Context: an optimization exercise on an open-source flow, tuned for small area and a short achievable clock period. The choices shown serve that exercise and are no tape-out recipe.
No run shown here included a check of the RTL's function; only the layout flow was run.
No activity file was given, so power comes from the tool's default toggle rates.

==> flow/design.v, too long to show whole: its modules and the start of the top module <==
// module c6288: 606 lines
// module mfa: 4 lines
// module mhan: 4 lines
// module fadd: 452 lines
// module g_aoi21: 3 lines
// module g_inv: 3 lines
// module g_nand2: 3 lines
// module g_nor2: 3 lines
// module g_oai21: 3 lines
// module g_or2: 3 lines
// module g_xnor2: 3 lines
// module g_xor2: 3 lines
// module benc: 4 lines
// module bsel: 3 lines
module c6288 (clk, reset, N1_wire, N18_wire, N35_wire, N52_wire, N69_wire, N86_wire, N103_wire, N120_wire, N137_wire, N154_wire, N171_wire, N188_wire, N205_wire, N222_wire, N239_wire, N256_wire, N273_wire, N290_wire, N307_wire, N324_wire, N341_wire, N358_wire, N375_wire, N392_wire, N409_wire, N426_wire, N443_wire, N460_wire, N477_wire, N494_wire, N511_wire, N528_wire,
  N545, N1581, N1901, N2223, N2548, N2877, N3211, N3552, N3895, N4241, N4591, N4946, N5308, N5672, N5971, N6123, N6150, N6160, N6170, N6180, N6190, N6200, N6210, N6220, N6230, N6240, N6250, N6260, N6270, N6280, N6288, N6287);
  // ...
==> flow/run.sh <==
#!/bin/bash
# synth_recipe.tcl (not shown) runs the flow's synth.tcl, then flattens the netlist and writes it again
# the make line also repeats each setting of config.mk as NAME=value (left out here)
make -C /OpenROAD-flow-scripts/flow DESIGN_CONFIG=/design/flow/config.mk WORK_HOME=/design/flow/orfs CLKGATE_MAP_FILE= SYNTH_SCRIPT=/design/flow/synth_recipe.tcl finish
==> flow/config.mk <==
export PLATFORM = sky130hd
export DESIGN_NAME = c6288
export DESIGN_NICKNAME = c6288
export VERILOG_FILES = /design/flow/design.v
export SDC_FILE = /design/flow/constraint.sdc
export NUM_CORES = 4
export LEC_CHECK = 0
export CAP_MARGIN = 20
export CORE_MARGIN = 2
export CORE_UTILIZATION = 40
export SLEW_MARGIN = 20
export SYNTH_HIERARCHICAL = 1
==> flow/constraint.sdc <==
create_clock -name core_clock -period 14.0 [get_ports {clk}]
set_input_delay 2.8000 -clock core_clock [delete_from_list [all_inputs] [get_ports {clk}]]
set_output_delay 2.8000 -clock core_clock [all_outputs]
set_load 0.01 [all_outputs]
==> impl_results.rst, run 1 <==
.. list-table::
   :header-rows: 1

   * - Metric
     - Value
   * - Outcome
     - complete, no violations
   * - Number of logic stages on the critical path including buffering
     - 20
   * - Hold WS
     - 1.01 ns
   * - TritonCTS Sinks
     - 64
   * - Most Crowded Layer GR
     - met2
   * - Number of flip-flops in the largest register
     - 32
   * - Internal
     - 1.55 mW
   * - Detailed placement HPWL
     - 15.2 mm
   * - Maximum clock frequency
     - 165 MHz
   * - Top Registers
     - rp (32), ra (16), rb (16)
   * - Area of the mapped netlist
     - 8860 sq um
   * - Worst Tran Pin Value
     - 1.10 ns
   * - Multi-input gates
     - 674
   * - Tightest slew margin relative to the limit
     - 0.268
   * - I/O pin count
     - 66
   * - Num tapcells
     - 280
   * - Capturing element of the worst setup path
     - rp[31]
   * - Kind of start point of the critical path
     - register
   * - Setup clock skew after layout
     - 0.0109 ns
   * - Die Height
     - 153 um
   * - Final core utilization
     - 0.476
   * - Biggest power consumer among the groups
     - combinational logic
   * - Diode insertion count for antenna repair
     - 0
   * - Reg-to-reg startpoint
     - rb[5]
   * - Summed negative setup slack over all endpoints
     - 0 ns
   * - Total power divided by cell area
     - 287 nW/um^2
   * - Post-CTS Setup Repair Bufs
     - 0
   * - Post-CTS Hold Buffers
     - 0
   * - Remaining Overflow, GRT
     - 0
   * - Mean post-synth cell area
     - 11.4 sq um
   * - Power consumed by sequential cells
     - 0.307 mW
   * - Comb pwr
     - 2.39 mW
   * - Final non-filler cell total
     - 1162
   * - Cell repeated most along the worst path
     - sky130_fd_sc_hd__fa_1
   * - Sw frac
     - 0.479
   * - Number of failing hold endpoints at the final stage
     - 0
   * - Core outline area
     - 21800 sq um
   * - Critical path class
     - register to register
==> run 2, diff against run 1 <==
==> flow/flow/run.sh (new file) <==
#!/bin/bash
# Own layout flow: the standard flow (standard.sh), with repair_timing
# asked to keep a setup margin, so that the resizer sizes and buffers the
# multiplier for a short period instead of only for the 14 ns clock.
# Each step's full output goes to a log file in the work folder.
set -euo pipefail
MARGIN=$(cat flow/margin.txt)
bash standard.sh synth > synth.log 2>&1
bash standard.sh finish SETUP_SLACK_MARGIN=$MARGIN > layout.log 2>&1
==> flow/flow/margin.txt (new file) <==
9.0
==> flow/standard.sh (new file) <==
#!/bin/bash
# synth_recipe.tcl (not shown) runs the flow's synth.tcl, then flattens the netlist and writes it again
# the make line also repeats each setting of config.mk as NAME=value (left out here)
make -C /OpenROAD-flow-scripts/flow DESIGN_CONFIG=/design/flow/config.mk WORK_HOME=/design/flow/orfs CLKGATE_MAP_FILE= SYNTH_SCRIPT=/design/flow/synth_recipe.tcl "${@:-finish}"
removed: flow/run.sh
==> impl_results.rst, run 2 <==
.. list-table::
   :header-rows: 1

   * - Metric
     - Value
   * - Global-route wire length before repair
     - 37.6 mm
   * - Placement Cell Area
     - 9990 sq um
   * - Capturing element of the worst setup path
     - rp[31]
   * - Time the final worst path needs with I/O delays and setup
     - 4.78 ns
   * - H-tree Lvls
     - 3
   * - Number of rows created at floorplan
     - 54
   * - Outcome
     - complete, no violations
   * - Clock root buffer master
     - sky130_fd_sc_hd__clkbuf_16
   * - Critical-path maximum fanout
     - 6
   * - Hold Crit Class
     - register to register
   * - Reg-to-reg critical path endpoint
     - rp[31]
   * - Post-CTS Hold Buffers
     - 0 (unchanged)
   * - Average via count per standard cell
     - 5.20
   * - Crit path launch
     - rb[1]
   * - Synth-to-layout area growth
     - 25.9%
   * - Total CTS buffers
     - 9
   * - Worst path buffer plus inverter count
     - 3
   * - Initial antenna violation count
     - 0
   * - Sequential Area
     - 1640 sq um
   * - Uppermost layer routed
     - met4
   * - Detailed placement HPWL
     - 15.3 mm (+1.2%)
   * - Most frequent standard cell in the layout excluding fill and tap cells
     - sky130_fd_sc_hd__xor2_1
   * - Slowest cell on the critical path
     - sky130_fd_sc_hd__fa_1
   * - TritonCTS Sinks
     - 64 (unchanged)
   * - Part of the cycle the worst path needs
     - 0.342
   * - Antenna violation net count after detailed routing
     - 0
   * - Clock latency on the worst-skew pair
     - 0.35 ns
   * - Number of optimization iterations in the first detailed-route pass
     - 5
   * - Weighted congestion reported at the end of routability-driven placement
     - 0.805
   * - Met3 routed wirelength
     - 737 um
   * - Register-to-register setup slack
     - 9.22 ns
   * - Max Transition Viols Final
     - 0
   * - Total power divided by cell area
     - 295 nW/um^2 (+2.8%)
   * - Kind of start point of the critical path
     - register
   * - Fraction of layout instances using a drive strength above 1
     - 0.355
   * - Worst vdd rail ir drop
     - 0.267 mV
   * - DP Worst Slack
     - 8.28 ns
   * - # nets final
     - 1073
   * - Crit end category
     - register
   * - Clock slew at reported path FFs
     - 0.06 ns
   * - Syn Inst Count
     - 780
   * - Critical path class
     - register to register
   * - Number of logic stages on the critical path including buffering
     - 20 (unchanged)
   * - RSZ-0062 raised after global routing
     - no
   * - Slack of the critical path
     - 9.22 ns
   * - Via count of the first global-routing pass
     - 6716
   * - Maximum clock frequency
     - 209 MHz (+26%)
   * - Cells on worst reg2reg path
     - 20
   * - Final Instance Area
     - 11200 sq um
   * - Largest stage delay on the critical path
     - 0.51 ns
   * - Total Die Area
     - 23400 sq um
   * - Total leakage power
     - 4.17 nW
   * - Top Registers
     - rp (32), ra (16), rb (16)
   * - Crit path DAT
     - 5.01 ns
   * - Required time worst endpoint
     - 14.23 ns
   * - Clk buf depth
     - 2
   * - Overall routed net length
     - 22.9 mm
   * - Crit-path leading delay family
     - adder cells
   * - Routed met2 length
     - 11.5 mm
   * - I/O pin count
     - 66 (unchanged)
   * - Reg-to-reg startpoint
     - rb[1]
   * - Worst Tran Pin Value
     - 0.997 ns (-0.101 ns)
   * - Area of the multi-input gates
     - 7280 sq um
   * - Count of maximum capacitance violations
     - 0
   * - Maximum number of pins on one net before global-route repair
     - 65
   * - Most frequent cells in the layout
     - 174 x sky130_fd_sc_hd__xor2_1, 136 x sky130_fd_sc_hd__a22oi_2, 106 x sky130_fd_sc_hd__fa_1
   * - Starting utilization of the core area
     - 0.407
   * - Remaining Overflow, GRT
     - 0 (unchanged)
   * - Synth warnings
     - 7
   * - Tightest slew margin relative to the limit
     - 0.335 (+0.0673)
   * - List of cells traversed by the critical path
     - buf_12, xor2_4, buf_12, a22oi_2, xor2_1, fa_1, fa_1, fa_1, fa_1, nand2_1, nand2_1, nor2_2, nand2_1, o21ai_4, inv_2, o21ai_4, a21oi_4, o21ai_2, a21oi_2, xnor2_1
   * - Top register by number of flip-flops
     - rp
   * - Met1 WL
     - 10.2 mm
   * - TritonCTS clock tree
     - yes
   * - Setup clock skew after layout
     - 0.0123 ns (+0.00137 ns)
   * - Overall track demand over capacity in global routing
     - 0.205
   * - Total of fill cells in the finished design
     - 2010
   * - Core outline area
     - 21800 sq um (unchanged)
   * - Setup Viol. Count Final
     - 0
   * - Area of the mapped netlist
     - 8860 sq um (unchanged)
   * - WL/cell
     - 18.9 um
   * - Overall power consumption
     - 3.29 mW
   * - Via count
     - 6307
   * - Diode insertion count for antenna repair
     - 0 (unchanged)
   * - Cell repeated most along the worst path
     - sky130_fd_sc_hd__fa_1
   * - Die Height
     - 153 um (unchanged)
   * - Summed negative setup slack over all endpoints
     - 0 ns (unchanged)
   * - Number of flip-flops in the largest register
     - 32 (unchanged)
   * - Mean post-synth cell area
     - 11.4 sq um (unchanged)
   * - PortBufs
     - 65
   * - # DRC
     - 0
   * - Die Wd
     - 153 um
   * - Drt first-iter violations
     - 239
   * - Number of failing hold endpoints at the final stage
     - 0 (unchanged)
## run 2: layout make-up
cell class | instances | share of cell area
Multi-Input combinational cell | 674 | 0.652
Sequential cell | 64 | 0.147
Timing Repair Buffer | 152 | 0.130
Tap cell | 280 | 0.0314
Clock buffer | 9 | 0.0202
Clock inverter | 7 | 0.0112
Inverter | 26 | 0.00875
## run 2: how the worst min path moves through the flow
stage / depth (start not counted) / end / from / slack, ns
after floorplan: 3 / rp[0] / rb[1] / 1.10
after global placement: 4 / rp[1] / ra[0] / 1.05
after detailed placement: 4 / rp[1] / ra[0] / 1.03
after CTS: 4 / rp[1] / ra[0] / 1.05
after global routing: 2 / rp[0] / rb[1] / 0.87
final: 2 / rp[0] / rb[1] / 0.83
## run 2: power by group
part	switching, mW	internal (mW)
sequential	0.0286	0.291
clock	0.105	0.177
combinational	1.44	1.25
total	1.57	1.72
## run 2: through the flow
step           hold slack [ns]  std cells   util
2_1_floorplan             1.10        798      -
3_3_place_gp              1.05       1120  0.459
3_5_place_dp              1.03       1120  0.459
4_1_cts                   1.05       1195  0.501
5_1_grt                  0.874       1212  0.513
6_report                 0.825       1212  0.513
## run 2: metal layers
layer,track usage,vias to the layer above
met5,0,-
met4,0.0542,0
met3,0.0264,24
met2,0.353,136
met1,0.274,3237
li1,-,2910
## run 2: worst register-to-register path: cells and delay by family, from the launching register on
kind            cells  cell delay (ns)
fa+ha+maj           4             1.83
simple gates        4             0.44
flops               1             0.50
compound gates      6             1.02
buf+inv             3             0.38
xor+xnor            3             0.51
## run 2: timing repair
item / 4_1_cts / 5_1_grt
resized for setup: 10 / 24
setup buffers: 59 / 17
setup endpoints to repair: 15 / 8
pin swaps: 15 / 24

[re-timing with driven ports]
In the flow no input, the clock included, has a driving cell. The finished layouts below were timed again as built, in two steps.
Step 1 sets driving cells, clkbuf_16 on the clock port and buf_2 on the other inputs (assumed; they add their load-dependent delay and slew).
Step 2 times the ports against the registers' clock, not the clock port: input delays grow and output delays shrink by t, the midpoint of the rising clock arrivals with the driver on.
a / b / c = no drivers / after step 1 / after step 2; a / b = the first two.
run	shift t [ns]	setup slack, ns	worst setup path after step 2	clock arrival spread, ns	worst data-port slew with drivers (ns)
run 1	0.392	7.951 / 7.951 / 7.951	register to register	0.011 / 0.011	0.05
run 2	0.389	9.217 / 9.217 / 9.217	register to register	0.013 / 0.012	0.05
After both steps every run listed still meets setup and hold.
